Source: an optimization exercise on an open RTL-to-GDS flow (aim: small area). Production flows keep margins and buffers that such runs may drop.
No run shown here included a check of the RTL's function; only the layout flow was run.

**design/flow/flow/run.sh**
```bash
#!/bin/bash
set -euo pipefail
bash standard.sh synth > synth.log 2>&1
bash standard.sh \
  'BUFFER_PORTS_ARGS=-buffer_cell sky130_fd_sc_hd__buf_1' \
  'CTS_ARGS=-sink_clustering_enable -repair_clock_nets -buf_list sky130_fd_sc_hd__clkbuf_8 -dont_use_dummy_load' \
  finish > layout.log 2>&1
```
**design/flow/standard.sh**
```bash
#!/bin/bash
# synth_recipe.tcl (not shown) runs the flow's synth.tcl, then flattens the netlist and writes it again
# the make line also repeats each setting of config.mk as NAME=value (left out here)
make -C /OpenROAD-flow-scripts/flow DESIGN_CONFIG=/design/flow/config.mk WORK_HOME=/design/flow/orfs CLKGATE_MAP_FILE= SYNTH_SCRIPT=/design/flow/synth_recipe.tcl "${@:-finish}"
```
**design/flow/config.mk**
```make
export PLATFORM = sky130hd
export DESIGN_NAME = syntropy_core
export DESIGN_NICKNAME = syntropy_core
export VERILOG_FILES = /design/flow/design.v
export SDC_FILE = /design/flow/constraint.sdc
export NUM_CORES = 4
export LEC_CHECK = 0
export CAP_MARGIN = 20
export CORE_MARGIN = 2
export CORE_UTILIZATION = 40
export CTS_BUF_LIST = sky130_fd_sc_hd__clkbuf_8
export GPL_TIMING_DRIVEN = 0
export SETUP_SLACK_MARGIN = -0.1
export SLEW_MARGIN = 20
export SYNTH_HIERARCHICAL = 1
```
**design/flow/constraint.sdc**
```tcl
create_clock -name core_clock -period 13.0 [get_ports {clk}]
set_input_delay 2.6000 -clock core_clock [delete_from_list [all_inputs] [get_ports {clk}]]
set_output_delay 2.6000 -clock core_clock [all_outputs]
set_load 0.01 [all_outputs]
```
**design/flow/design.v**
```verilog
`timescale 1ns / 1ps
module fa (
    input wire a,
    input wire b,
    input wire c,
    output wire s,
    output wire co
);
    assign s = a ^ b ^ c;
    assign co = (a & b) | (c & (a ^ b));
endmodule
module ha (
    input wire a,
    input wire b,
    output wire s,
    output wire co
);
    assign s = a ^ b;
    assign co = a & b;
endmodule
module syntropy_core (
    input wire clk,
    input wire rst_n,
    input wire [15:0] voltage_drift,
    input wire [15:0] packet_loss,
    input wire [15:0] temp_variance,
    input wire [15:0] phase_jitter,
    input wire [15:0] threshold,
    input wire enable_learning,
    input wire mesh_broadcast_en,
    output wire stable,
    output reg [15:0] flux_value,
    output reg [15:0] correction_vector,
    output reg [15:0] optimized_params,
    output wire learning_active,
    output wire mesh_broadcast_req,
    input wire [15:0] mesh_flux_in,
    input wire [15:0] mesh_correction_in,
    input wire mesh_valid_in,
    output reg [15:0] mesh_flux_out,
    output reg [15:0] mesh_correction_out,
    output wire mesh_valid_out,
    output wire [7:0] iteration_count,
    output wire [3:0] state,
    output wire error_flag
);
    localparam IDLE = 3'd0, EVAL = 3'd1, LEARN = 3'd2, CORR = 3'd3, BCAST = 3'd4, ERR = 3'd5;
    reg [2:0] cs;         
    reg [2:0] ps;         
    reg [3:0] ic;         
    reg       fin;        
    reg       lflag;      
    reg [15:0] p;         
    reg [15:0] q;         
    reg [15:0] thr;
    reg        len, men;
    assign state = {1'b0, ps};
    assign iteration_count = {4'd0, ic};
    assign stable = (ps == EVAL) && (cs == IDLE);
    assign learning_active = (ps == LEARN) && (cs == LEARN);
    assign mesh_broadcast_req = (ps == BCAST);
    assign mesh_valid_out = (ps == BCAST);
    assign error_flag = (ps == ERR);
    wire in_eval  = (cs == EVAL);
    wire in_learn = (cs == LEARN);
    wire first    = (ps == EVAL);
    wire iter     = in_learn && !fin;
    wire sw_w1 = ~voltage_drift[1];
    wire sw_w2 = voltage_drift[1];
    wire sw_w3, sw_w4;
    fa sw_fa4 (.a(voltage_drift[2]), .b(packet_loss[2]), .c(1'b1), .s(sw_w3), .co(sw_w4));
    wire sw_w5, sw_w6;
    fa sw_fa6 (.a(voltage_drift[3]), .b(packet_loss[3]), .c(1'b1), .s(sw_w5), .co(sw_w6));
    wire sw_w7, sw_w8;
    fa sw_fa8 (.a(voltage_drift[4]), .b(packet_loss[4]), .c(1'b1), .s(sw_w7), .co(sw_w8));
    wire sw_w9, sw_w10;
    fa sw_fa10 (.a(voltage_drift[5]), .b(packet_loss[5]), .c(1'b1), .s(sw_w9), .co(sw_w10));
    wire sw_w11, sw_w12;
    fa sw_fa12 (.a(voltage_drift[6]), .b(packet_loss[6]), .c(1'b1), .s(sw_w11), .co(sw_w12));
    wire sw_w13, sw_w14;
    fa sw_fa14 (.a(voltage_drift[7]), .b(packet_loss[7]), .c(1'b1), .s(sw_w13), .co(sw_w14));
    wire sw_w15, sw_w16;
    ha sw_ha16 (.a(voltage_drift[0]), .b(packet_loss[0]), .s(sw_w15), .co(sw_w16));
    wire sw_w17, sw_w18;
    fa sw_fa18 (.a(packet_loss[1]), .b(phase_jitter[1]), .c(temp_variance[9]), .s(sw_w17), .co(sw_w18));
    wire sw_w19, sw_w20;
    fa sw_fa20 (.a(phase_jitter[2]), .b(temp_variance[10]), .c(sw_w3), .s(sw_w19), .co(sw_w20));
    wire sw_w21, sw_w22;
    fa sw_fa22 (.a(phase_jitter[3]), .b(temp_variance[11]), .c(sw_w5), .s(sw_w21), .co(sw_w22));
    wire sw_w23, sw_w24;
    fa sw_fa24 (.a(phase_jitter[4]), .b(temp_variance[12]), .c(sw_w7), .s(sw_w23), .co(sw_w24));
    wire sw_w25, sw_w26;
    fa sw_fa26 (.a(phase_jitter[5]), .b(temp_variance[13]), .c(sw_w9), .s(sw_w25), .co(sw_w26));
    wire sw_w27, sw_w28;
    fa sw_fa28 (.a(phase_jitter[6]), .b(temp_variance[14]), .c(sw_w11), .s(sw_w27), .co(sw_w28));
    wire sw_w29, sw_w30;
    fa sw_fa30 (.a(phase_jitter[7]), .b(temp_variance[15]), .c(sw_w13), .s(sw_w29), .co(sw_w30));
    wire sw_w31, sw_w32;
    fa sw_fa32 (.a(voltage_drift[8]), .b(packet_loss[8]), .c(phase_jitter[8]), .s(sw_w31), .co(sw_w32));
    wire sw_w33, sw_w34;
    fa sw_fa34 (.a(voltage_drift[9]), .b(packet_loss[9]), .c(1'b1), .s(sw_w33), .co(sw_w34));
    wire sw_w35, sw_w36;
    fa sw_fa36 (.a(voltage_drift[10]), .b(packet_loss[10]), .c(1'b1), .s(sw_w35), .co(sw_w36));
    wire sw_w37, sw_w38;
    fa sw_fa38 (.a(voltage_drift[11]), .b(packet_loss[11]), .c(1'b1), .s(sw_w37), .co(sw_w38));
    wire sw_w39, sw_w40;
    fa sw_fa40 (.a(voltage_drift[12]), .b(packet_loss[12]), .c(1'b1), .s(sw_w39), .co(sw_w40));
    wire sw_w41, sw_w42;
    fa sw_fa42 (.a(voltage_drift[13]), .b(packet_loss[13]), .c(1'b1), .s(sw_w41), .co(sw_w42));
    wire sw_w43, sw_w44;
    fa sw_fa44 (.a(voltage_drift[14]), .b(packet_loss[14]), .c(1'b1), .s(sw_w43), .co(sw_w44));
    wire sw_w45, sw_w46;
    fa sw_fa46 (.a(voltage_drift[15]), .b(packet_loss[15]), .c(1'b1), .s(sw_w45), .co(sw_w46));
    wire sw_w47, sw_w48;
    ha sw_ha48 (.a(phase_jitter[0]), .b(temp_variance[8]), .s(sw_w47), .co(sw_w48));
    wire sw_w49, sw_w50;
    fa sw_fa50 (.a(sw_w1), .b(sw_w17), .c(sw_w16), .s(sw_w49), .co(sw_w50));
    wire sw_w51, sw_w52;
    fa sw_fa52 (.a(sw_w2), .b(sw_w19), .c(sw_w18), .s(sw_w51), .co(sw_w52));
    wire sw_w53, sw_w54;
    fa sw_fa54 (.a(sw_w4), .b(sw_w21), .c(sw_w20), .s(sw_w53), .co(sw_w54));
    wire sw_w55, sw_w56;
    fa sw_fa56 (.a(sw_w6), .b(sw_w23), .c(sw_w22), .s(sw_w55), .co(sw_w56));
    wire sw_w57, sw_w58;
    fa sw_fa58 (.a(sw_w8), .b(sw_w25), .c(sw_w24), .s(sw_w57), .co(sw_w58));
    wire sw_w59, sw_w60;
    fa sw_fa60 (.a(sw_w10), .b(sw_w27), .c(sw_w26), .s(sw_w59), .co(sw_w60));
    wire sw_w61, sw_w62;
    fa sw_fa62 (.a(sw_w12), .b(sw_w29), .c(sw_w28), .s(sw_w61), .co(sw_w62));
    wire sw_w63, sw_w64;
    fa sw_fa64 (.a(sw_w14), .b(sw_w31), .c(sw_w30), .s(sw_w63), .co(sw_w64));
    wire sw_w65, sw_w66;
    fa sw_fa66 (.a(phase_jitter[9]), .b(sw_w33), .c(sw_w32), .s(sw_w65), .co(sw_w66));
    wire sw_w67, sw_w68;
    fa sw_fa68 (.a(phase_jitter[10]), .b(sw_w35), .c(sw_w34), .s(sw_w67), .co(sw_w68));
    wire sw_w69, sw_w70;
    fa sw_fa70 (.a(phase_jitter[11]), .b(sw_w37), .c(sw_w36), .s(sw_w69), .co(sw_w70));
    wire sw_w71, sw_w72;
    fa sw_fa72 (.a(phase_jitter[12]), .b(sw_w39), .c(sw_w38), .s(sw_w71), .co(sw_w72));
    wire sw_w73, sw_w74;
    fa sw_fa74 (.a(phase_jitter[13]), .b(sw_w41), .c(sw_w40), .s(sw_w73), .co(sw_w74));
    wire sw_w75, sw_w76;
    fa sw_fa76 (.a(phase_jitter[14]), .b(sw_w43), .c(sw_w42), .s(sw_w75), .co(sw_w76));
    wire sw_w77, sw_w78;
    fa sw_fa78 (.a(phase_jitter[15]), .b(sw_w45), .c(sw_w44), .s(sw_w77), .co(sw_w78));
    wire sw_w79, sw_w80;
    fa sw_fa80 (.a(sw_w15), .b(sw_w47), .c(1'b1), .s(sw_w79), .co(sw_w80));
    wire sw_w81, sw_w82;
    fa sw_fa82 (.a(sw_w49), .b(sw_w48), .c(sw_w80), .s(sw_w81), .co(sw_w82));
    wire sw_w83, sw_w84;
    fa sw_fa84 (.a(sw_w51), .b(sw_w50), .c(sw_w82), .s(sw_w83), .co(sw_w84));
    wire sw_w85, sw_w86;
    fa sw_fa86 (.a(sw_w53), .b(sw_w52), .c(sw_w84), .s(sw_w85), .co(sw_w86));
    wire sw_w87, sw_w88;
    fa sw_fa88 (.a(sw_w55), .b(sw_w54), .c(sw_w86), .s(sw_w87), .co(sw_w88));
    wire sw_w89, sw_w90;
    fa sw_fa90 (.a(sw_w57), .b(sw_w56), .c(sw_w88), .s(sw_w89), .co(sw_w90));
    wire sw_w91, sw_w92;
    fa sw_fa92 (.a(sw_w59), .b(sw_w58), .c(sw_w90), .s(sw_w91), .co(sw_w92));
    wire sw_w93, sw_w94;
    fa sw_fa94 (.a(sw_w61), .b(sw_w60), .c(sw_w92), .s(sw_w93), .co(sw_w94));
    wire sw_w95, sw_w96;
    fa sw_fa96 (.a(sw_w63), .b(sw_w62), .c(sw_w94), .s(sw_w95), .co(sw_w96));
    wire sw_w97, sw_w98;
    fa sw_fa98 (.a(sw_w65), .b(sw_w64), .c(sw_w96), .s(sw_w97), .co(sw_w98));
    wire sw_w99, sw_w100;
    fa sw_fa100 (.a(sw_w67), .b(sw_w66), .c(sw_w98), .s(sw_w99), .co(sw_w100));
    wire sw_w101, sw_w102;
    fa sw_fa102 (.a(sw_w69), .b(sw_w68), .c(sw_w100), .s(sw_w101), .co(sw_w102));
    wire sw_w103, sw_w104;
    fa sw_fa104 (.a(sw_w71), .b(sw_w70), .c(sw_w102), .s(sw_w103), .co(sw_w104));
    wire sw_w105, sw_w106;
    fa sw_fa106 (.a(sw_w73), .b(sw_w72), .c(sw_w104), .s(sw_w105), .co(sw_w106));
    wire sw_w107, sw_w108;
    fa sw_fa108 (.a(sw_w75), .b(sw_w74), .c(sw_w106), .s(sw_w107), .co(sw_w108));
    wire sw_w109, sw_w110;
    fa sw_fa110 (.a(sw_w77), .b(sw_w76), .c(sw_w108), .s(sw_w109), .co(sw_w110));
    wire [15:0] nfc = {sw_w109, sw_w107, sw_w105, sw_w103, sw_w101, sw_w99, sw_w97, sw_w95, sw_w93, sw_w91, sw_w89, sw_w87, sw_w85, sw_w83, sw_w81, sw_w79};
    wire [15:0] flux_calc = ~nfc;
    wire ev_w1, ev_w2;
    fa ev_fa2 (.a(thr[0]), .b(nfc[0]), .c(1'b1), .s(ev_w1), .co(ev_w2));
    wire ev_w3, ev_w4;
    fa ev_fa4 (.a(thr[1]), .b(nfc[1]), .c(ev_w2), .s(ev_w3), .co(ev_w4));
    wire ev_w5, ev_w6;
    fa ev_fa6 (.a(thr[2]), .b(nfc[2]), .c(ev_w4), .s(ev_w5), .co(ev_w6));
    wire ev_w7, ev_w8;
    fa ev_fa8 (.a(thr[3]), .b(nfc[3]), .c(ev_w6), .s(ev_w7), .co(ev_w8));
    wire ev_w9, ev_w10;
    fa ev_fa10 (.a(thr[4]), .b(nfc[4]), .c(ev_w8), .s(ev_w9), .co(ev_w10));
    wire ev_w11, ev_w12;
    fa ev_fa12 (.a(thr[5]), .b(nfc[5]), .c(ev_w10), .s(ev_w11), .co(ev_w12));
    wire ev_w13, ev_w14;
    fa ev_fa14 (.a(thr[6]), .b(nfc[6]), .c(ev_w12), .s(ev_w13), .co(ev_w14));
    wire ev_w15, ev_w16;
    fa ev_fa16 (.a(thr[7]), .b(nfc[7]), .c(ev_w14), .s(ev_w15), .co(ev_w16));
    wire ev_w17, ev_w18;
    fa ev_fa18 (.a(thr[8]), .b(nfc[8]), .c(ev_w16), .s(ev_w17), .co(ev_w18));
    wire ev_w19, ev_w20;
    fa ev_fa20 (.a(thr[9]), .b(nfc[9]), .c(ev_w18), .s(ev_w19), .co(ev_w20));
    wire ev_w21, ev_w22;
    fa ev_fa22 (.a(thr[10]), .b(nfc[10]), .c(ev_w20), .s(ev_w21), .co(ev_w22));
    wire ev_w23, ev_w24;
    fa ev_fa24 (.a(thr[11]), .b(nfc[11]), .c(ev_w22), .s(ev_w23), .co(ev_w24));
    wire ev_w25, ev_w26;
    fa ev_fa26 (.a(thr[12]), .b(nfc[12]), .c(ev_w24), .s(ev_w25), .co(ev_w26));
    wire ev_w27, ev_w28;
    fa ev_fa28 (.a(thr[13]), .b(nfc[13]), .c(ev_w26), .s(ev_w27), .co(ev_w28));
    wire ev_w29, ev_w30;
    fa ev_fa30 (.a(thr[14]), .b(nfc[14]), .c(ev_w28), .s(ev_w29), .co(ev_w30));
    wire ev_w31, ev_w32;
    fa ev_fa32 (.a(thr[15]), .b(nfc[15]), .c(ev_w30), .s(ev_w31), .co(ev_w32));
    wire ev_w33 = ~ev_w32;
    wire ev_w34 = ev_w32;
    wire [16:0] ev = {ev_w33, ev_w31, ev_w29, ev_w27, ev_w25, ev_w23, ev_w21, ev_w19, ev_w17, ev_w15, ev_w13, ev_w11, ev_w9, ev_w7, ev_w5, ev_w3, ev_w1};
    wire stable_c = ev[16] | (ev[15:0] == 16'd0);            
    wire [7:0] qhm1;
    wire [8:0] qhb;
    assign qhb[0] = 1'b1;
    genvar gi;
    generate
        for (gi = 0; gi < 8; gi = gi + 1) begin : qdecr
            assign qhm1[gi] = q[8 + gi] ^ qhb[gi];
            assign qhb[gi + 1] = qhb[gi] & ~q[8 + gi];
        end
    endgenerate
    wire qhz = qhb[8];                                      
    wire [15:0] qx = fin ? q : {7'h7f, ~qhz, qhm1};
    wire nx_w1, nx_w2;
    ha nx_ha2 (.a(p[1]), .b(p[0]), .s(nx_w1), .co(nx_w2));
    wire nx_w3, nx_w4;
    fa nx_fa4 (.a(p[2]), .b(p[1]), .c(qx[2]), .s(nx_w3), .co(nx_w4));
    wire nx_w5, nx_w6;
    fa nx_fa6 (.a(p[3]), .b(p[2]), .c(qx[3]), .s(nx_w5), .co(nx_w6));
    wire nx_w7, nx_w8;
    fa nx_fa8 (.a(p[4]), .b(p[3]), .c(qx[4]), .s(nx_w7), .co(nx_w8));
    wire nx_w9, nx_w10;
    fa nx_fa10 (.a(p[5]), .b(p[4]), .c(qx[5]), .s(nx_w9), .co(nx_w10));
    wire nx_w11, nx_w12;
    fa nx_fa12 (.a(p[6]), .b(p[5]), .c(qx[6]), .s(nx_w11), .co(nx_w12));
    wire nx_w13, nx_w14;
    fa nx_fa14 (.a(p[7]), .b(p[6]), .c(qx[7]), .s(nx_w13), .co(nx_w14));
    wire nx_w15, nx_w16;
    fa nx_fa16 (.a(p[8]), .b(p[7]), .c(qx[8]), .s(nx_w15), .co(nx_w16));
    wire nx_w17, nx_w18;
    fa nx_fa18 (.a(p[9]), .b(p[8]), .c(qx[9]), .s(nx_w17), .co(nx_w18));
    wire nx_w19, nx_w20;
    fa nx_fa20 (.a(p[10]), .b(p[9]), .c(qx[10]), .s(nx_w19), .co(nx_w20));
    wire nx_w21, nx_w22;
    fa nx_fa22 (.a(p[11]), .b(p[10]), .c(qx[11]), .s(nx_w21), .co(nx_w22));
    wire nx_w23, nx_w24;
    fa nx_fa24 (.a(p[12]), .b(p[11]), .c(qx[12]), .s(nx_w23), .co(nx_w24));
    wire nx_w25, nx_w26;
    fa nx_fa26 (.a(p[13]), .b(p[12]), .c(qx[13]), .s(nx_w25), .co(nx_w26));
    wire nx_w27, nx_w28;
    fa nx_fa28 (.a(p[14]), .b(p[13]), .c(qx[14]), .s(nx_w27), .co(nx_w28));
    wire nx_w29, nx_w30;
    fa nx_fa30 (.a(p[15]), .b(p[14]), .c(qx[15]), .s(nx_w29), .co(nx_w30));
    wire nx_w31, nx_w32;
    ha nx_ha32 (.a(p[0]), .b(qx[0]), .s(nx_w31), .co(nx_w32));
    wire nx_w33, nx_w34;
    fa nx_fa34 (.a(qx[1]), .b(nx_w1), .c(nx_w32), .s(nx_w33), .co(nx_w34));
    wire nx_w35, nx_w36;
    fa nx_fa36 (.a(nx_w3), .b(nx_w2), .c(nx_w34), .s(nx_w35), .co(nx_w36));
    wire nx_w37, nx_w38;
    fa nx_fa38 (.a(nx_w5), .b(nx_w4), .c(nx_w36), .s(nx_w37), .co(nx_w38));
    wire nx_w39, nx_w40;
    fa nx_fa40 (.a(nx_w7), .b(nx_w6), .c(nx_w38), .s(nx_w39), .co(nx_w40));
    wire nx_w41, nx_w42;
    fa nx_fa42 (.a(nx_w9), .b(nx_w8), .c(nx_w40), .s(nx_w41), .co(nx_w42));
    wire nx_w43, nx_w44;
    fa nx_fa44 (.a(nx_w11), .b(nx_w10), .c(nx_w42), .s(nx_w43), .co(nx_w44));
    wire nx_w45, nx_w46;
    fa nx_fa46 (.a(nx_w13), .b(nx_w12), .c(nx_w44), .s(nx_w45), .co(nx_w46));
    wire nx_w47, nx_w48;
    fa nx_fa48 (.a(nx_w15), .b(nx_w14), .c(nx_w46), .s(nx_w47), .co(nx_w48));
    wire nx_w49, nx_w50;
    fa nx_fa50 (.a(nx_w17), .b(nx_w16), .c(nx_w48), .s(nx_w49), .co(nx_w50));
    wire nx_w51, nx_w52;
    fa nx_fa52 (.a(nx_w19), .b(nx_w18), .c(nx_w50), .s(nx_w51), .co(nx_w52));
    wire nx_w53, nx_w54;
    fa nx_fa54 (.a(nx_w21), .b(nx_w20), .c(nx_w52), .s(nx_w53), .co(nx_w54));
    wire nx_w55, nx_w56;
    fa nx_fa56 (.a(nx_w23), .b(nx_w22), .c(nx_w54), .s(nx_w55), .co(nx_w56));
    wire nx_w57, nx_w58;
    fa nx_fa58 (.a(nx_w25), .b(nx_w24), .c(nx_w56), .s(nx_w57), .co(nx_w58));
    wire nx_w59, nx_w60;
    fa nx_fa60 (.a(nx_w27), .b(nx_w26), .c(nx_w58), .s(nx_w59), .co(nx_w60));
    wire nx_w61, nx_w62;
    fa nx_fa62 (.a(nx_w29), .b(nx_w28), .c(nx_w60), .s(nx_w61), .co(nx_w62));
    wire [15:0] nx = {nx_w61, nx_w59, nx_w57, nx_w55, nx_w53, nx_w51, nx_w49, nx_w47, nx_w45, nx_w43, nx_w41, nx_w39, nx_w37, nx_w35, nx_w33, nx_w31};
    wire [15:0] nf = lflag ? nx : ~flux_value;               
    wire [15:0] f = ~nf;
    wire er_w1, er_w2;
    fa er_fa2 (.a(thr[0]), .b(nf[0]), .c(1'b1), .s(er_w1), .co(er_w2));
    wire er_w3, er_w4;
    fa er_fa4 (.a(thr[1]), .b(nf[1]), .c(er_w2), .s(er_w3), .co(er_w4));
    wire er_w5, er_w6;
    fa er_fa6 (.a(thr[2]), .b(nf[2]), .c(er_w4), .s(er_w5), .co(er_w6));
    wire er_w7, er_w8;
    fa er_fa8 (.a(thr[3]), .b(nf[3]), .c(er_w6), .s(er_w7), .co(er_w8));
    wire er_w9, er_w10;
    fa er_fa10 (.a(thr[4]), .b(nf[4]), .c(er_w8), .s(er_w9), .co(er_w10));
    wire er_w11, er_w12;
    fa er_fa12 (.a(thr[5]), .b(nf[5]), .c(er_w10), .s(er_w11), .co(er_w12));
    wire er_w13, er_w14;
    fa er_fa14 (.a(thr[6]), .b(nf[6]), .c(er_w12), .s(er_w13), .co(er_w14));
    wire er_w15, er_w16;
    fa er_fa16 (.a(thr[7]), .b(nf[7]), .c(er_w14), .s(er_w15), .co(er_w16));
    wire er_w17, er_w18;
    fa er_fa18 (.a(thr[8]), .b(nf[8]), .c(er_w16), .s(er_w17), .co(er_w18));
    wire er_w19, er_w20;
    fa er_fa20 (.a(thr[9]), .b(nf[9]), .c(er_w18), .s(er_w19), .co(er_w20));
    wire er_w21, er_w22;
    fa er_fa22 (.a(thr[10]), .b(nf[10]), .c(er_w20), .s(er_w21), .co(er_w22));
    wire er_w23, er_w24;
    fa er_fa24 (.a(thr[11]), .b(nf[11]), .c(er_w22), .s(er_w23), .co(er_w24));
    wire er_w25, er_w26;
    fa er_fa26 (.a(thr[12]), .b(nf[12]), .c(er_w24), .s(er_w25), .co(er_w26));
    wire er_w27, er_w28;
    fa er_fa28 (.a(thr[13]), .b(nf[13]), .c(er_w26), .s(er_w27), .co(er_w28));
    wire er_w29, er_w30;
    fa er_fa30 (.a(thr[14]), .b(nf[14]), .c(er_w28), .s(er_w29), .co(er_w30));
    wire er_w31, er_w32;
    fa er_fa32 (.a(thr[15]), .b(nf[15]), .c(er_w30), .s(er_w31), .co(er_w32));
    wire er_w33 = ~er_w32;
    wire er_w34 = er_w32;
    wire [16:0] e = {er_w33, er_w31, er_w29, er_w27, er_w25, er_w23, er_w21, er_w19, er_w17, er_w15, er_w13, er_w11, er_w9, er_w7, er_w5, er_w3, er_w1};
    wire [6:0] b  = e[6:0];
    wire       nz = |b;
    wire cb_w1, cb_w2;
    ha cb_ha2 (.a(b[4]), .b(b[1]), .s(cb_w1), .co(cb_w2));
    wire cb_w3, cb_w4;
    fa cb_fa4 (.a(b[5]), .b(b[2]), .c(b[1]), .s(cb_w3), .co(cb_w4));
    wire cb_w5, cb_w6;
    fa cb_fa6 (.a(b[6]), .b(b[3]), .c(b[2]), .s(cb_w5), .co(cb_w6));
    wire cb_w7, cb_w8;
    fa cb_fa8 (.a(b[4]), .b(b[3]), .c(nz), .s(cb_w7), .co(cb_w8));
    wire cb_w9, cb_w10;
    ha cb_ha10 (.a(b[5]), .b(b[4]), .s(cb_w9), .co(cb_w10));
    wire cb_w11, cb_w12;
    ha cb_ha12 (.a(b[6]), .b(b[5]), .s(cb_w11), .co(cb_w12));
    wire cb_w13, cb_w14;
    ha cb_ha14 (.a(b[3]), .b(b[0]), .s(cb_w13), .co(cb_w14));
    wire cb_w15, cb_w16;
    fa cb_fa16 (.a(b[0]), .b(cb_w1), .c(cb_w14), .s(cb_w15), .co(cb_w16));
    wire cb_w17, cb_w18;
    fa cb_fa18 (.a(cb_w3), .b(cb_w2), .c(cb_w16), .s(cb_w17), .co(cb_w18));
    wire cb_w19, cb_w20;
    fa cb_fa20 (.a(cb_w5), .b(cb_w4), .c(cb_w18), .s(cb_w19), .co(cb_w20));
    wire cb_w21, cb_w22;
    fa cb_fa22 (.a(cb_w7), .b(cb_w6), .c(cb_w20), .s(cb_w21), .co(cb_w22));
    wire cb_w23, cb_w24;
    fa cb_fa24 (.a(cb_w9), .b(cb_w8), .c(cb_w22), .s(cb_w23), .co(cb_w24));
    wire cb_w25, cb_w26;
    fa cb_fa26 (.a(cb_w11), .b(cb_w10), .c(cb_w24), .s(cb_w25), .co(cb_w26));
    wire cb_w27, cb_w28;
    fa cb_fa28 (.a(b[6]), .b(cb_w12), .c(cb_w26), .s(cb_w27), .co(cb_w28));
    wire [11:0] cb25 = {cb_w28, cb_w27, cb_w25, cb_w23, cb_w21, cb_w19, cb_w17, cb_w15, cb_w13, b[2], b[1], b[0]};
    wire [4:0] cb = cb25[11:7];                              
    wire y_w1 = ~e[16];
    wire y_w2 = ~y_w1;
    wire y_w3 = y_w1;
    wire y_w4 = ~e[14];
    wire y_w5 = e[14];
    wire y_w6 = ~e[15];
    wire y_w7 = e[15];
    wire y_w8, y_w9;
    ha y_ha9 (.a(e[11]), .b(e[8]), .s(y_w8), .co(y_w9));
    wire y_w10, y_w11;
    fa y_fa11 (.a(e[12]), .b(e[9]), .c(e[8]), .s(y_w10), .co(y_w11));
    wire y_w12, y_w13;
    fa y_fa13 (.a(e[13]), .b(e[10]), .c(e[9]), .s(y_w12), .co(y_w13));
    wire y_w14, y_w15;
    fa y_fa15 (.a(e[14]), .b(e[11]), .c(e[10]), .s(y_w14), .co(y_w15));
    wire y_w16, y_w17;
    fa y_fa17 (.a(e[15]), .b(e[12]), .c(e[11]), .s(y_w16), .co(y_w17));
    wire y_w18, y_w19;
    fa y_fa19 (.a(e[13]), .b(e[12]), .c(y_w2), .s(y_w18), .co(y_w19));
    wire y_w20, y_w21;
    fa y_fa21 (.a(e[13]), .b(y_w4), .c(y_w3), .s(y_w20), .co(y_w21));
    wire y_w22, y_w23;
    fa y_fa23 (.a(e[14]), .b(y_w6), .c(y_w5), .s(y_w22), .co(y_w23));
    wire y_w24 = ~e[16];
    wire y_w25, y_w26;
    fa y_fa26 (.a(y_w24), .b(e[15]), .c(y_w7), .s(y_w25), .co(y_w26));
    wire y_w27, y_w28;
    ha y_ha28 (.a(e[10]), .b(e[7]), .s(y_w27), .co(y_w28));
    wire y_w29, y_w30;
    fa y_fa30 (.a(e[7]), .b(y_w8), .c(y_w28), .s(y_w29), .co(y_w30));
    wire y_w31, y_w32;
    fa y_fa32 (.a(y_w10), .b(y_w9), .c(y_w30), .s(y_w31), .co(y_w32));
    wire y_w33, y_w34;
    fa y_fa34 (.a(y_w12), .b(y_w11), .c(y_w32), .s(y_w33), .co(y_w34));
    wire y_w35, y_w36;
    fa y_fa36 (.a(y_w14), .b(y_w13), .c(y_w34), .s(y_w35), .co(y_w36));
    wire y_w37, y_w38;
    fa y_fa38 (.a(y_w16), .b(y_w15), .c(y_w36), .s(y_w37), .co(y_w38));
    wire y_w39, y_w40;
    fa y_fa40 (.a(y_w18), .b(y_w17), .c(y_w38), .s(y_w39), .co(y_w40));
    wire y_w41, y_w42;
    fa y_fa42 (.a(y_w20), .b(y_w19), .c(y_w40), .s(y_w41), .co(y_w42));
    wire y_w43, y_w44;
    fa y_fa44 (.a(y_w22), .b(y_w21), .c(y_w42), .s(y_w43), .co(y_w44));
    wire y_w45, y_w46;
    fa y_fa46 (.a(y_w25), .b(y_w23), .c(y_w44), .s(y_w45), .co(y_w46));
    wire y_w47 = ~e[16];
    wire y_w48, y_w49;
    fa y_fa49 (.a(y_w47), .b(y_w26), .c(y_w46), .s(y_w48), .co(y_w49));
    wire y_w50 = ~y_w49;
    wire y_w51 = y_w49;
    wire [14:0] y = {y_w50, y_w48, y_w45, y_w43, y_w41, y_w39, y_w37, y_w35, y_w33, y_w31, y_w29, y_w27, e[9], e[8], e[7]};
    wire pu_w1, pu_w2;
    ha pu_ha2 (.a(p[0]), .b(y[0]), .s(pu_w1), .co(pu_w2));
    wire pu_w3, pu_w4;
    fa pu_fa4 (.a(p[1]), .b(y[1]), .c(cb[1]), .s(pu_w3), .co(pu_w4));
    wire pu_w5, pu_w6;
    fa pu_fa6 (.a(p[2]), .b(y[2]), .c(cb[2]), .s(pu_w5), .co(pu_w6));
    wire pu_w7, pu_w8;
    fa pu_fa8 (.a(p[3]), .b(y[3]), .c(cb[3]), .s(pu_w7), .co(pu_w8));
    wire pu_w9, pu_w10;
    fa pu_fa10 (.a(p[4]), .b(y[4]), .c(cb[4]), .s(pu_w9), .co(pu_w10));
    wire pu_w11, pu_w12;
    ha pu_ha12 (.a(p[5]), .b(y[5]), .s(pu_w11), .co(pu_w12));
    wire pu_w13, pu_w14;
    ha pu_ha14 (.a(p[6]), .b(y[6]), .s(pu_w13), .co(pu_w14));
    wire pu_w15, pu_w16;
    ha pu_ha16 (.a(p[7]), .b(y[7]), .s(pu_w15), .co(pu_w16));
    wire pu_w17, pu_w18;
    ha pu_ha18 (.a(p[8]), .b(y[8]), .s(pu_w17), .co(pu_w18));
    wire pu_w19, pu_w20;
    ha pu_ha20 (.a(p[9]), .b(y[9]), .s(pu_w19), .co(pu_w20));
    wire pu_w21, pu_w22;
    ha pu_ha22 (.a(p[10]), .b(y[10]), .s(pu_w21), .co(pu_w22));
    wire pu_w23, pu_w24;
    ha pu_ha24 (.a(p[11]), .b(y[11]), .s(pu_w23), .co(pu_w24));
    wire pu_w25, pu_w26;
    ha pu_ha26 (.a(p[12]), .b(y[12]), .s(pu_w25), .co(pu_w26));
    wire pu_w27, pu_w28;
    ha pu_ha28 (.a(p[13]), .b(y[13]), .s(pu_w27), .co(pu_w28));
    wire pu_w29 = ~y[14];
    wire pu_w30, pu_w31;
    fa pu_fa31 (.a(p[14]), .b(pu_w29), .c(1'b1), .s(pu_w30), .co(pu_w31));
    wire pu_w32 = ~p[15];
    wire pu_w33 = p[15];
    wire pu_w34, pu_w35;
    ha pu_ha35 (.a(cb[0]), .b(pu_w1), .s(pu_w34), .co(pu_w35));
    wire pu_w36, pu_w37;
    fa pu_fa37 (.a(pu_w3), .b(pu_w2), .c(pu_w35), .s(pu_w36), .co(pu_w37));
    wire pu_w38, pu_w39;
    fa pu_fa39 (.a(pu_w5), .b(pu_w4), .c(pu_w37), .s(pu_w38), .co(pu_w39));
    wire pu_w40, pu_w41;
    fa pu_fa41 (.a(pu_w7), .b(pu_w6), .c(pu_w39), .s(pu_w40), .co(pu_w41));
    wire pu_w42, pu_w43;
    fa pu_fa43 (.a(pu_w9), .b(pu_w8), .c(pu_w41), .s(pu_w42), .co(pu_w43));
    wire pu_w44, pu_w45;
    fa pu_fa45 (.a(pu_w11), .b(pu_w10), .c(pu_w43), .s(pu_w44), .co(pu_w45));
    wire pu_w46, pu_w47;
    fa pu_fa47 (.a(pu_w13), .b(pu_w12), .c(pu_w45), .s(pu_w46), .co(pu_w47));
    wire pu_w48, pu_w49;
    fa pu_fa49 (.a(pu_w15), .b(pu_w14), .c(pu_w47), .s(pu_w48), .co(pu_w49));
    wire pu_w50, pu_w51;
    fa pu_fa51 (.a(pu_w17), .b(pu_w16), .c(pu_w49), .s(pu_w50), .co(pu_w51));
    wire pu_w52, pu_w53;
    fa pu_fa53 (.a(pu_w19), .b(pu_w18), .c(pu_w51), .s(pu_w52), .co(pu_w53));
    wire pu_w54, pu_w55;
    fa pu_fa55 (.a(pu_w21), .b(pu_w20), .c(pu_w53), .s(pu_w54), .co(pu_w55));
    wire pu_w56, pu_w57;
    fa pu_fa57 (.a(pu_w23), .b(pu_w22), .c(pu_w55), .s(pu_w56), .co(pu_w57));
    wire pu_w58, pu_w59;
    fa pu_fa59 (.a(pu_w25), .b(pu_w24), .c(pu_w57), .s(pu_w58), .co(pu_w59));
    wire pu_w60, pu_w61;
    fa pu_fa61 (.a(pu_w27), .b(pu_w26), .c(pu_w59), .s(pu_w60), .co(pu_w61));
    wire pu_w62, pu_w63;
    fa pu_fa63 (.a(pu_w30), .b(pu_w28), .c(pu_w61), .s(pu_w62), .co(pu_w63));
    wire pu_w64, pu_w65;
    fa pu_fa65 (.a(pu_w32), .b(pu_w31), .c(pu_w63), .s(pu_w64), .co(pu_w65));
    wire [15:0] pu = {pu_w64, pu_w62, pu_w60, pu_w58, pu_w56, pu_w54, pu_w52, pu_w50, pu_w48, pu_w46, pu_w44, pu_w42, pu_w40, pu_w38, pu_w36, pu_w34};
    wire ylo_nz = |y[7:0];
    wire ylo_hi = y[7] & y[6] & y[5] & (y[4] | y[3]);        
    wire cadd   = nz ? ylo_hi : ylo_nz;
    wire qn_w1, qn_w2;
    ha qn_ha2 (.a(q[0]), .b(nz), .s(qn_w1), .co(qn_w2));
    wire qn_w3, qn_w4;
    ha qn_ha4 (.a(q[1]), .b(qn_w2), .s(qn_w3), .co(qn_w4));
    wire qn_w5, qn_w6;
    ha qn_ha6 (.a(q[2]), .b(qn_w4), .s(qn_w5), .co(qn_w6));
    wire qn_w7, qn_w8;
    ha qn_ha8 (.a(q[3]), .b(qn_w6), .s(qn_w7), .co(qn_w8));
    wire qn_w9, qn_w10;
    ha qn_ha10 (.a(q[4]), .b(qn_w8), .s(qn_w9), .co(qn_w10));
    wire qn_w11, qn_w12;
    ha qn_ha12 (.a(q[5]), .b(qn_w10), .s(qn_w11), .co(qn_w12));
    wire qn_w13, qn_w14;
    ha qn_ha14 (.a(q[6]), .b(qn_w12), .s(qn_w13), .co(qn_w14));
    wire [7:0] qn = {qn_w14, qn_w13, qn_w11, qn_w9, qn_w7, qn_w5, qn_w3, qn_w1};
    wire ql_w1, ql_w2;
    fa ql_fa2 (.a(qn[0]), .b(y[8]), .c(cadd), .s(ql_w1), .co(ql_w2));
    wire ql_w3, ql_w4;
    fa ql_fa4 (.a(qn[1]), .b(y[9]), .c(ql_w2), .s(ql_w3), .co(ql_w4));
    wire ql_w5, ql_w6;
    fa ql_fa6 (.a(qn[2]), .b(y[10]), .c(ql_w4), .s(ql_w5), .co(ql_w6));
    wire ql_w7, ql_w8;
    fa ql_fa8 (.a(qn[3]), .b(y[11]), .c(ql_w6), .s(ql_w7), .co(ql_w8));
    wire ql_w9, ql_w10;
    fa ql_fa10 (.a(qn[4]), .b(y[12]), .c(ql_w8), .s(ql_w9), .co(ql_w10));
    wire ql_w11, ql_w12;
    fa ql_fa12 (.a(qn[5]), .b(y[13]), .c(ql_w10), .s(ql_w11), .co(ql_w12));
    wire ql_w13, ql_w14;
    fa ql_fa14 (.a(qn[6]), .b(y[14]), .c(ql_w12), .s(ql_w13), .co(ql_w14));
    wire [7:0] ql = {ql_w14, ql_w13, ql_w11, ql_w9, ql_w7, ql_w5, ql_w3, ql_w1};
    wire [8:0] qh = q[15:7];
    reg  [8:0] qh1, qh0;
    integer k;
    always @* begin
        for (k = 0; k < 9; k = k + 1) begin
            qh1[k] = qh[k] ^ (~(qn[7] ^ y[14]) &
                              ((qh & ((9'd1 << k) - 9'd1)) == ((9'd1 << k) - 9'd1)));
            qh0[k] = qh[k] ^ ((qn[7] & ~y[14] &
                               ((qh & ((9'd1 << k) - 9'd1)) == ((9'd1 << k) - 9'd1))) |
                              (~qn[7] & y[14] & ((qh & ((9'd1 << k) - 9'd1)) == 9'd0)));
        end
    end
    wire [8:0] qh_new = ql[7] ? qh1 : qh0;
    wire [15:0] qu = {qh_new, ql[6:0]};
    wire ovf = flux_calc[15] | pu[15] | qu[15];
    always @(posedge clk) begin
        thr <= threshold;
        len <= enable_learning;
        men <= mesh_broadcast_en;
    end
    always @(posedge clk or negedge rst_n) begin
        if (!rst_n) begin
            cs <= IDLE;
            ps <= IDLE;
            ic <= 4'd0;
            fin <= 1'b0;
            lflag <= 1'b0;
            p <= 16'd0;
            q <= 16'd0;
            flux_value <= 16'd0;
            correction_vector <= 16'd0;
            optimized_params <= 16'd0;
            mesh_flux_out <= 16'd0;
            mesh_correction_out <= 16'd0;
        end else begin
            ps <= cs;
            case (cs)
                IDLE: cs <= ovf ? ERR : EVAL;
                EVAL: cs <= stable_c ? IDLE : (len ? LEARN : CORR);
                LEARN: if (fin) cs <= CORR;
                CORR: cs <= BCAST;
                BCAST: cs <= IDLE;
                ERR: cs <= ERR;
                default: cs <= IDLE;
            endcase
            fin <= iter && !first && ic[3] && ic[0];
            if (in_eval) begin
                flux_value <= flux_calc;
                lflag <= 1'b0;
                correction_vector <= ev[16] ? 16'd0 : ev[15:0];
            end
            if (iter) begin
                p <= pu;
                q <= qu;
                lflag <= 1'b1;
                ic <= first ? 4'd1 : ic + 4'd1;
            end
            if (fin) optimized_params <= nx;
            if (cs == CORR && men && mesh_valid_in) correction_vector <= mesh_correction_in;
            if (cs == BCAST) begin
                mesh_flux_out <= f;
                mesh_correction_out <= correction_vector;
            end
        end
    end
endmodule
```
==> run notes, run 1 <==
The flow ran to the end and the layout has no timing, DRC or antenna violations. Setup slack closes at 0.243 ns. The detailed router's first-iteration violation count was 388. The tools report the number of antenna violations at the first check in global routing as 0. In this run, post-CTS hold repair placed 0 buffers. The final routed wirelength across all metal layers is 22.9 mm, and the relative slew slack is 44.6%. The tools report the number of nets with antenna violations after detailed routing as 0. The standard-cell row count was 56; the post-detailed-placement cell area was 10900 um^2. The die is 159 um tall. For the final instance area, the log shows 11500 um^2. The worst setup path is captured at a flip-flop.

After detailed routing, the number of remaining DRC violations is 0. The final hold violation count is 0, and the time the worst path needs with I/O delays and setup is 12.76 ns. For this run, the slowest stage of the critical path takes 0.60 ns.

The core region is 23500 um^2. Detailed routing inserted a total of 6498 vias. The per-cell via count in the routed design was 4.92; the initial standard-cell utilization of the core was 40.9%.

The Yosys step of the flow raised 7 warnings. The cell repeated most along the worst path was fa_2. For the worst setup path, the data required time is 13.38 ns. For this run, the top clock speed supported by timing is 0.0784 GHz. The tools report the buffer levels on the longest clock path as 2. Share of cells above drive strength 1: 16.0%.

At the pin with the least slew margin, the transition time is 0.831 ns. The area growth from synthesis to final layout is 19.0%, and the maximum fanout count along the critical path is 5. The run gives 25400 um^2 as the overall die area. The primary flip-flop cell chosen by synthesis mapping is dfrtp_1. The number of fillers in the final layout came out at 2210. At the end of routability-driven placement, the weighted congestion stood at 0.805.

The clock arrives with 0.0350 ns of skew. The tools report the pin count of the biggest net entering global routing as 32. The number of antenna diodes in the final layout is 0. The logs give 0 ns for the final total negative setup slack and 35.9% for the part of the Yosys area used for sequential elements. The critical path class is flip-flop to flip-flop. In the finished design, the share of the clock period the worst path needs comes to 98.1%. STA classifies the critical path startpoint as a flip-flop.

Global routing used 19.3% of the available tracks across all layers. The clock net in this run drives a total of 142 sinks. Max-cap violations in this run came to 0.

In this run, CTS created clock tree buffers numbering 17. The number of global-route vias before repair was 6989; the iteration count of the initial detailed-routing pass was 7. The count of pins over their slew limit was 0; the number of H-tree levels was 4.

The tree is rooted in a clkbuf_8. The insertion delay of the later-clocked pin in the worst-skew pair is 0.46 ns. The clock input transition at the sequential cells of the worst setup and hold paths works out to 0.08 ns.

After synthesis the netlist holds a flip-flop and latch count of 142. The register-to-register setup slack is 0.24 ns, and the share of async-settable or async-resettable flops after synthesis is 87.3%. At the end of the flow, the number of nets in the layout was 1326. In this run the tool buffered the top-level ports with 184 buffer cells. The x dimension of the die is 159 um. The synthesized area per cell works out to 12.8 um^2.

Setup repair after global routing could not meet its margin everywhere. The number of synthesized flops with an enable pin is 0, and the post-synthesis cell count is 754. The mean routed wirelength per cell was 17.4 um; the final setup violation count was 0. The min-delay analysis places its worst path in the category flip-flop to flip-flop. The run gives -1.25 ns as the setup slack at placement. The first global-routing pass estimated 38.0 mm of wire. The arrival time reported for the critical path endpoint came out at 13.13 ns. For the end-of-flow core utilization, the log shows 48.7%. The detailed placement HPWL was 19.2 mm; the final global-route overflow total was 0. TritonCTS built the clock tree. In this run, distinct cell masters in the synthesized netlist total 46. The largest individual stage delay along the critical path comes from the cell fa_2. 214 I/O pins were placed.

The cell area that synthesis handed to floorplanning was 9640 um^2.
[cells by family (layout without fill, tap and decap cells)]
| kind of cell | after synthesis | in the layout | share of synthesized area (%) |
|---|---|---|---|
| other | 2 | 22 | 0.0779 |
| AND/OR/NAND/NOR | 174 | 174 | 8.24 |
| adder cells (fa/ha/maj) | 206 | 206 | 39.8 |
| multiplexers | 54 | 54 | 6.04 |
| flip-flops | 142 | 142 | 35.9 |
| buffers and inverters | 87 | 314 | 3.73 |
| XOR/XNOR | 10 | 10 | 0.909 |
| AO/OA/AOI/OAI | 79 | 79 | 5.26 |
[per-layer routing]
| metal | vias to the layer above | GRT usage, % | part of all wire (%) |
|---|---|---|---|
| met4 | 0 | 4.79 | 1.8 |
| met1 | 3334 | 28.5 | 46 |
| met2 | 205 | 30.0 | 47 |
| met5 | - | 0 | 0 |
| met3 | 27 | 3.10 | 5.3 |
| li1 | 2932 | - | - |
[placed cells by master (no fill, tap or decap), drive strengths merged, types with 2 or more instances in the layout]
master and n:
o31ai 2, nor4b 2, nor2 42, ha 38
fa 168, and2 2, xnor2 9, nand2b 5
dfrtp 124, o21ai 16, nor3b 5, nor3 6
a222oi 16, inv 53, clkbuf 36, buf 225
or4 2, conb 22, nand4 3, nand3 2
mux2i 21, nor4 8, a21oi 40, mux2 33
dfxtp 18, nand2 89, or3 2
[flip-flops by register name, summed over array words and instances (netlist names)]
signal / flops
mesh_flux_out: 16
ps: 3
q: 16
correction_vector: 16
len: 1
optimized_params: 16
mesh_correction_out: 16
thr: 16
p: 16
ic: 4
lflag: 1
cs: 3
fin: 1
men: 1
flux_value: 16
[final timing paths]
kind                       start             to  cells after the start
max in group asynchronous  rst_n  flux_value[4]                      3
hold / removal             cs[1]          ps[1]                      0
min in group asynchronous  rst_n          ic[2]                      1
setup / recovery            q[8]          q[14]                     35
hold reg to reg            cs[1]          ps[1]                      0
setup reg to reg            q[8]          q[14]                     35
[per-module statistics from Yosys, one instance, submodules excluded]
module	area [um^2]	flops+latches
syntropy_core	5930	142
fa	20.0	0
ha	12.5	0
[per-stage QoR]
stage	hold slack (ns)	std cells
6_report	0.379	1320
5_1_grt	0.388	1320
4_1_cts	0.383	1312
3_5_place_dp	0.357	1281
3_3_place_gp	0.360	1277
2_1_floorplan	0.349	774
[final cells by class]
cell class | instances | area [um^2] | share of cell area, %
Timing Repair Buffer | 212 | 952 | 8.30
Tap cell | 319 | 399 | 3.48
Multi-Input combinational cell | 545 | 6070 | 52.9
Clock buffer | 17 | 234 | 2.04
Inverter | 53 | 199 | 1.73
Buffer | 32 | 154 | 1.34
Sequential cell | 142 | 3470 | 30.2
[repair_timing]
item / CTS / global route
pin swaps: 30 / 23
setup endpoints to repair: 13 / 8
resized for setup: 44 / 19
setup buffers: 16 / 8
[critical path, delay by kind of cell, from the launching register on]
| family | cells | cell delay (ns) |
|---|---|---|
| flops | 1 | 0.36 |
| compound gates | 2 | 0.45 |
| fa+ha+maj | 27 | 10.54 |
| simple gates | 2 | 0.94 |
| buf+inv | 2 | 0.19 |
| mux | 1 | 0.08 |
| xor+xnor | 1 | 0.14 |
[cells in the mapped netlist (2+ instances only)]
cell type    n  area share, %
or4_4        2           0.23
mux2_2      32            3.7
conb_1       2          0.078
dfrtp_1    124             32
nand3_1      2           0.10
nand2_1     89            3.5
fa_1       168             35
dfxtp_1     18            3.7
or3_1        2           0.13
buf_2        8           0.42
inv_1       53            2.1
nand4_1      3           0.19
clkbuf_1    19           0.74
nand2b_1     5           0.32
and2_1       2           0.13
xnor2_1      9           0.82
o21ai_0     15           0.78
a21oi_1     40            2.1
nor3_1       6           0.31
nor3b_1      4           0.31
mux2i_1     21            2.2
a222oi_1    16            1.7
ha_1        38            4.9
buf_4        6           0.47
nor4_1       8           0.52
nor2_1      42            1.6
==> inputs of run 2 (changes only) <==
--- a/design/flow/config.mk
+++ b/design/flow/config.mk
@@ -11,5 +11,5 @@
 export CTS_BUF_LIST = sky130_fd_sc_hd__clkbuf_8
 export GPL_TIMING_DRIVEN = 0
-export SETUP_SLACK_MARGIN = -0.1
+export SETUP_SLACK_MARGIN = -0.2
 export SLEW_MARGIN = 20
 export SYNTH_HIERARCHICAL = 1
==> run 2 against run 1 <==
  * Still clean on timing, DRC and antenna
  * Utilization increased by 0.23 points
  * Global-route usage increased by 0.39 points
  * Clock-buffer cell count unchanged
  * Final area increased by 0.48%
  * Hold slack improved by 0.0020 ns
  * Synthesized area unchanged
  * First-iteration DRC count increased by 12%
  * Fmax about the same
  * Sequential share of layout area decreased by 0.14 points
  * Critical endpoint is now cs[2]
  * Largest cell class unchanged
  * Highest routed layer unchanged
==> run notes, run 2 <==
TritonCTS built the clock tree. Number of CTS-inserted buffers: 17 (unchanged). Cell type with the highest aggregate area in the netlist: fa_1 (unchanged). The final routed wirelength across all metal layers is 23.5 mm (was 22.9 mm), and the final-stage net count is 1328 (was 1326). The clock sink total was 142 (unchanged); the post-synthesis cell type count was 46 (unchanged). The pin count of the biggest net entering global routing was 33 (was 32). The arrival time reported for the critical path endpoint was 13.10 ns (was 13.13 ns). Largest cells by area after synthesis: fa_1 35%, dfrtp_1 32%, ha_1 4.9%, dfxtp_1 3.7%, mux2_2 3.7% (unchanged). The hold slack was 0.381 ns (was 0.379 ns). The placeable core area was 23500 um^2 (unchanged); the overall die area was 25400 um^2 (unchanged).

The iteration count of the initial detailed-routing pass was 9 (was 7). The primary flip-flop cell chosen by synthesis mapping was dfrtp_1 (unchanged). The tools report the number of H-tree levels as 4 (unchanged). The flow ran to the end and the layout has no timing, DRC or antenna violations.

The slew at the pin closest to its max-slew limit works out to 0.801 ns (was 0.831 ns). Critical path class: flip-flop to flip-flop (unchanged). For the count of pins on the block boundary, the log shows 214 (unchanged). The logs give 0 ns (unchanged) for the final total negative setup slack and 0.0783 GHz (was 0.0784 GHz) for the timing-limited maximum frequency. The share of async-settable or async-resettable flops after synthesis was 87.3% (unchanged). Detailed placement HPWL: 19.5 mm (was 19.2 mm). Maximum fanout count along the critical path: 3 (was 5). Most common cell after layout, fill and taps aside: buf_1 (unchanged). Commonest non-fill, non-tap cells in the layout: 183 x buf_1, 122 x dfrtp_1, 116 x fa_1 (was 183 x buf_1, 122 x dfrtp_1, 118 x fa_1).

For the instance count after placement with tap cells included, the log shows 1281 (unchanged). The area share of the leading cell type in the synthesized netlist is 34.9% (unchanged). The tools report the critical path capture point type as a flip-flop (unchanged). The standard-cell row count is 56 (unchanged). The mean routed wirelength per cell works out to 17.8 um (was 17.4 um). The run gives 0.0249 ns (was 0.0350 ns) as the final setup skew.

The run gives 0 (unchanged) as the reported max-cap violation count. The area growth from synthesis to final layout was 19.6% (was 19.0%). The tools report the vias after detailed routing as 6568 (was 6498). The end-of-flow core utilization was 49.0% (was 48.7%); the number of synthesized flops with an enable pin was 0 (unchanged). Cell at the root of the clock tree: clkbuf_8 (unchanged). Type of the most critical hold path: flip-flop to flip-flop (unchanged). The tools report the synthesized cell area as 9640 um^2 (unchanged). For the antenna diode count, the log shows 0 (unchanged). Source of the worst hold timing path: cs[1] (unchanged). The per-cell via count in the routed design is 4.97 (was 4.92), and the total number of yosys warnings is 7 (unchanged).

The tools report the required time at the endpoint of the critical path as 13.34 ns (was 13.38 ns). Startpoint kind of the worst setup timing path: a flip-flop (unchanged). Leading cell types by count after synthesis: 168 x fa_1, 124 x dfrtp_1, 89 x nand2_1, 53 x inv_1, 42 x nor2_1 (unchanged). The logs give 35.9% (unchanged) for the part of the Yosys area used for sequential elements and 2244 (was 2210) for the number of fillers in the final layout.

The post-detailed-placement cell area came out at 10900 um^2 (about the same). The all-layer global routing usage came out at 19.7% (was 19.3%). The final worst setup slack was 0.235 ns (was 0.243 ns); the delay contributed by the slowest stage of the critical path was 0.57 ns (was 0.60 ns). The remaining design rule violation count was 0 (unchanged); the number of antenna violations at the first check in global routing was 0 (unchanged).

The share of the clock period used by the worst path after layout is 98.2% (was 98.1%), and the final global-route overflow total is 0 (unchanged). The initial standard-cell utilization of the core is 40.9% (unchanged), and the x dimension of the die is 159 um (unchanged). The tools report the relative slew slack as 46.6% (was 44.6%). The number of port buffers was 184 (unchanged); the weighted congestion at the end of routability-driven global placement was 0.797 (was 0.805). The number of hold buffers added after CTS came out at 0 (unchanged).

The launch point of the worst path was q[8] (unchanged). The detailed router's first-iteration violation count was 434 (was 388); the final instance area was 11500 um^2 (about the same). The cell repeated most along the worst path was fa_2 (unchanged). The number of global-route vias before repair is 7055 (was 6989). The time the worst path needs with I/O delays and setup was 12.77 ns (was 12.76 ns); the share of cells above drive strength 1 was 16.4% (was 16.0%). The synthesis-stage register bit count is 142 (unchanged). The most common cell in the netlist is fa_1 (unchanged). The tools report the reg-to-reg startpoint as q[8] (unchanged).

The sequential cell area came out at 3470 um^2 (unchanged). The setup slack at placement is -1.45 ns (was -1.25 ns). The synthesized area per cell is 12.8 um^2 (unchanged). The non-filler instance count after layout is 1322 (was 1320).

For the count of pins over their slew limit, the log shows 0 (unchanged). The area of combinational cells with multiple inputs is 6100 um^2 (was 6070 um^2). The tools report the final hold violation count as 0 (unchanged). For the wire length of the first global-routing pass, the log shows 38.6 mm (was 38.0 mm). Master of the slowest instance on the critical path: fa_2 (unchanged).

For the buffer levels on the longest clock path, the log shows 2 (unchanged). The final setup violation count is 0 (unchanged). The vertical die dimension is 159 um (unchanged), and the post-synthesis cell count is 754 (unchanged). The clock input transition at the sequential cells of the worst setup and hold paths was 0.08 ns (about the same).

The number of nets with antenna violations after detailed routing came out at 0 (unchanged). The insertion delay of the later-clocked pin in the worst-skew pair came out at 0.45 ns (was 0.46 ns).
==> run 2: cell counts after synthesis <==
No cell type changed its count.
==> run 2: worst max-delay path: cells and delay by family, from the launching register on <==
kind,cells,cell delay (ns)
AO/OA/AOI/OAI,2,0.31
adder cells (fa/ha/maj),29,11.42
multiplexers,1,0.22
flip-flops,1,0.36
buffers and inverters,2,0.13
AND/OR/NAND/NOR,2,0.24
==> run 2: repair_timing <==
| item | in CTS | in global routing |
|---|---|---|
| pin swaps | 20 | 18 |
| buffers inserted | 21 | 5 |
| endpoints found under the hold margin | 0 | 0 |
| gates resized for setup | 40 | 31 |
| setup endpoints to repair | 14 | 10 |
==> run 2: kinds of logic (layout without fill, tap and decap cells) <==
logic type	Yosys count	in the layout	share of synthesized area (%)
xor+xnor	10	10	0.909
mux	54	54	6.04
fa+ha+maj	206	206	39.8
flops	142	142	35.9
other cells	2	22	0.0779
buf+inv	87	316	3.73
simple gates	174	174	8.24
compound gates	79	79	5.26
==> run 2: layout make-up <==
type                    instances  share of cell area (%)
multi-input cells             545                    52.9
flip-flops and latches        142                    30.1
repair buffers                214                    8.46
well taps                     319                    3.46
clock buffers                  17                    2.03
inverters                      53                    1.73
plain buffers                  32                    1.36
==> run 2: layer usage <==
metal  global-route usage [%]  wire length, um  part of all wire, %  vias up
met3                     3.39             1160                  4.9       32
met5                        0                0                    0        -
li1                         -                -                    -     2942
met2                     30.9            11100                   47      190
met4                     5.74              478                  2.0        0
met1                     28.3            10700                   46     3404
==> run 2: path summary, 6_finish.rpt <==
kind / to / slack (ns) / cells past startpoint
max in group asynchronous: optimized_params[4] / 10.05 / 3
worst max register to register: cs[2] / 0.23 / 36
worst max-delay path: cs[2] / 0.23 / 36
min in group asynchronous: ic[2] / 2.18 / 1
worst min register to register: ps[1] / 0.38 / 0
worst min-delay path: ps[1] / 0.38 / 0
==> run 2: per-module statistics from Yosys, one instance, submodules excluded <==
module         flip-flops and latches  copies in the design  cells inside  cell area, um^2
syntropy_core                     142                     1           558             5930
fa                                  0                   168             1             20.0
ha                                  0                    28             1             12.5
==> inputs of run 3 (changes only) <==
--- a/design/flow/config.mk
+++ b/design/flow/config.mk
@@ -10,5 +10,5 @@
 export CORE_UTILIZATION = 40
 export CTS_BUF_LIST = sky130_fd_sc_hd__clkbuf_8
-export GPL_TIMING_DRIVEN = 0
+export GPL_TIMING_DRIVEN = 1
 export SETUP_SLACK_MARGIN = -0.2
 export SLEW_MARGIN = 20
==> run 3 against run 2 <==
  * Utilization rose by 0.59 points
  * Non-clock buffer count rose by 20
  * Die area unchanged
  * Wire length shrank 6.4%
  * Fmax barely moved
  * Critical path depth unchanged
  * First-iteration DRC count increased by 22%
  * Final area is 1.2% higher
  * Largest cell class unchanged
==> run notes, run 3 <==
The clock input transition at the sequential cells of the worst setup and hold paths works out to 0.07 ns (was 0.08 ns). The run gives 2 (unchanged) as the buffer levels on the longest clock path. The share of the clock period used by the worst path after layout was 98.2% (about the same).

The number of stages on the worst hold path was 1 (was 0). The number of nets with antenna violations after detailed routing is 0 (unchanged), and the vias after detailed routing is 6513 (was 6568). The share of cells above drive strength 1 came out at 18.4% (was 16.4%).

Largest cells by area after synthesis: fa_1 35%, dfrtp_1 32%, ha_1 4.9%, dfxtp_1 3.7%, mux2_2 3.7% (unchanged). Number of global-route vias before repair: 6921 (was 7055). Commonest non-fill, non-tap cells in the layout: 183 x buf_1, 131 x fa_1, 124 x dfrtp_1 (was 183 x buf_1, 122 x dfrtp_1, 116 x fa_1). The critical path class was flip-flop to flip-flop (unchanged). The logs give 0.0784 GHz (was 0.0783 GHz) for the timing-limited maximum frequency and 0 (unchanged) for the number of hold buffers added after CTS. The number of port buffers was 184 (unchanged). The part of the Yosys area used for sequential elements was 35.9% (unchanged). The weighted congestion at the end of routability-driven global placement came out at 0.795 (was 0.797). The maximum fanout count along the critical path is 2 (was 3), and the detailed router's first-iteration violation count is 530 (was 434).

The area growth from synthesis to final layout is 21.0% (was 19.6%). The count of cells along the worst register-to-register path was 36 (unchanged); the final routed wirelength across all metal layers was 22.0 mm (was 23.5 mm). The tools report the iteration count of the initial detailed-routing pass as 7 (was 9). The reported max-cap violation count was 0 (unchanged); the remaining design rule violation count was 0 (unchanged).

The slew at the pin closest to its max-slew limit came out at 1.10 ns (was 0.801 ns). The share of async-settable or async-resettable flops after synthesis was 87.3% (unchanged); the arrival time reported for the critical path endpoint was 13.12 ns (was 13.10 ns). The most common cell in the netlist is fa_1 (unchanged).

The x dimension of the die came out at 159 um (unchanged). The vertical die dimension is 159 um (unchanged). Primary flip-flop cell chosen by synthesis mapping: dfrtp_1 (unchanged). The reg-to-reg startpoint is q[9] (was q[8]).

The most common cell after layout, fill and taps aside was buf_1 (unchanged). The cell at the root of the clock tree was clkbuf_8 (unchanged). The logs give 70 (was 33) for the pin count of the biggest net entering global routing and 1315 (was 1281) for the instance count after placement with tap cells included.

The run gives 23500 um^2 (unchanged) as the placeable core area. The run finished with no timing, DRC or antenna violations. The tools report the final global-route overflow total as 0 (unchanged). The tools report the final hold violation count as 0 (unchanged). The logs give 754 (unchanged) for the post-synthesis cell count and 1342 (was 1322) for the non-filler instance count after layout. The tools report the register-to-register setup slack as 0.24 ns (was 0.23 ns).

For the final setup skew, the log shows 0.0303 ns (was 0.0249 ns). Area share of the leading cell type in the synthesized netlist: 34.9% (unchanged). The cell repeated most along the worst path was fa_2 (unchanged). The tools report the endpoint of the worst-slack reg-to-reg timing path as q[14] (was cs[2]). Wire length of the first global-routing pass: 36.6 mm (was 38.6 mm). The initial standard-cell utilization of the core was 40.9% (unchanged); the synthesized cell area was 9640 um^2 (unchanged). Type of the most critical hold path: flip-flop to flip-flop (unchanged). The clock sink total was 142 (unchanged). The mean routed wirelength per cell is 16.4 um (was 17.8 um). Critical path capture point type: a flip-flop (unchanged). The end of the worst hold path was optimized_params[3] (was ps[1]). The final-stage net count is 1348 (was 1328). Leading cell types by count after synthesis: 168 x fa_1, 124 x dfrtp_1, 89 x nand2_1, 53 x inv_1, 42 x nor2_1 (unchanged). The number of synthesized flops with an enable pin was 0 (unchanged). For the number of CTS-inserted buffers, the log shows 17 (unchanged). The all-layer global routing usage is 18.4% (was 19.7%). The post-synthesis cell type count is 46 (unchanged).

Master of the slowest instance on the critical path: fa_2 (unchanged). Synthesis-stage register bit count: 142 (unchanged). The number of H-tree levels was 4 (unchanged); the antenna diode count was 0 (unchanged). The per-cell via count in the routed design works out to 4.85 (was 4.97). The count of pins on the block boundary came out at 214 (unchanged).

The logs give 26.7% (was 46.6%) for the relative slew slack and 56 (unchanged) for the standard-cell row count. The startpoint kind of the worst setup timing path was a flip-flop (unchanged). The run gives 0.44 ns (was 0.45 ns) as the insertion delay of the later-clocked pin in the worst-skew pair. Final setup violation count: 0 (unchanged). The source of the worst hold timing path is optimized_params[3] (was cs[1]).

Overall die area: 25400 um^2 (unchanged). Total number of yosys warnings: 7 (unchanged). The final instance area was 11700 um^2 (was 11500 um^2); the time the worst path needs with I/O delays and setup was 12.76 ns (was 12.77 ns). TritonCTS built the clock tree. The detailed placement HPWL came out at 17.9 mm (was 19.5 mm). The number of antenna violations at the first check in global routing was 0 (unchanged); the post-detailed-placement cell area was 11200 um^2 (was 10900 um^2).

The cell type with the highest aggregate area in the netlist is fa_1 (unchanged). The delay contributed by the slowest stage of the critical path is 0.56 ns (was 0.57 ns), and the count of pins over their slew limit is 0 (unchanged). The required time at the endpoint of the critical path was 13.36 ns (was 13.34 ns). Synthesized area per cell: 12.8 um^2 (unchanged).
-- run 3: cell counts after synthesis --
Identical to the previous run, type by type.
-- run 3: worst max-delay path, delay by kind of cell, from the launching register on --
family	cells	cell delay (ns)
XOR/XNOR	1	0.16
buffers and inverters	3	0.24
multiplexers	1	0.20
AND/OR/NAND/NOR	2	0.90
adder cells (fa/ha/maj)	27	10.47
flip-flops	1	0.36
AO/OA/AOI/OAI	2	0.38
-- run 3: layout make-up --
type                    instances  area, um^2
repair buffers                266        1310
clock buffers                  17         234
flip-flops and latches        142        3460
inverters                      53         199
well taps                     319         399
fillers                      2177       11900
multi-input cells             545        6060
-- run 3: through the flow --
step	util (%)	TNS, ns	hold WS, ns	worst slack, ns
5_1_grt	49.5	-0.441	0.520	-0.189
3_5_place_dp	47.6	-3.35	0.493	-0.598
3_3_place_gp	47.6	-2.80	0.489	-0.515
4_1_cts	49.0	-0.405	0.508	-0.187
6_report	49.5	0	0.507	0.238
2_1_floorplan	-	-0.371	0.349	-0.190
-- run 3: how the worst max path moves through the flow --
| stage | start | endpoint | slack (ns) | cells past startpoint |
|---|---|---|---|---|
| floorplan | fin | q[14] | -0.19 | 34 |
| global placement | q[8] | cs[2] | -0.51 | 37 |
| detailed placement | q[8] | cs[2] | -0.60 | 37 |
| CTS | q[9] | cs[2] | -0.19 | 37 |
| global route | q[8] | cs[2] | -0.19 | 37 |
| finish | q[9] | q[14] | 0.24 | 36 |
-- run 3: per-layer routing --
metal | wire length (um) | up-vias | GRT usage, %
met5 | 0 | - | 0
met4 | 242 | 0 | 4.59
met3 | 1130 | 17 | 3.39
met2 | 10900 | 189 | 30.1
met1 | 9720 | 3324 | 25.6
li1 | - | 2983 | -
-- run 3: per-module statistics from Yosys (local to each module, per instance) --
module         copies in the design  area [um^2]  cells
fa                              168         20.0      1
ha                               28         12.5      1
syntropy_core                     1         5930    558
-- run 3: cell families (layout without fill, tap and decap cells) --
group	after synthesis	in the layout	share of synthesized area, %
buffers and inverters	87	336	3.73
multiplexers	54	54	6.04
adder cells (fa/ha/maj)	206	206	39.8
flip-flops	142	142	35.9
other	2	22	0.0779
AND/OR/NAND/NOR	174	174	8.24
XOR/XNOR	10	10	0.909
AO/OA/AOI/OAI	79	79	5.26
-- run 3: repair_timing --
action | CTS | global route
endpoints found under the setup margin | 9 | 8
pin swaps | 20 | 19
gates resized for setup | 27 | 23
buffers inserted | 3 | 7

separate check: timing with driven ports:
No port has a modelled driver above. Below, the same layouts with a new extraction and two added sets of constraints. Step 1 sets driving cells, clkbuf_16 on the clock port and buf_2 on the other inputs (assumed; they add their load-dependent delay and slew). Step 2 also shifts input and output timing later by t, the mid clock arrival at the registers, as if the neighbouring blocks saw the same clock. a / b / c = no drivers / after step 1 / after step 2; a / b = the first two.
run | t (ns) | slack for setup (ns) | cell pins on the clock port's net
run 1 | 0.476 | 0.243 / 0.243 / 0.243 | 1
run 2 | 0.479 | 0.235 / 0.235 / 0.235 | 1
run 3 | 0.468 | 0.238 / 0.238 / 0.238 | 1
After both steps setup and hold are still met in every run listed.
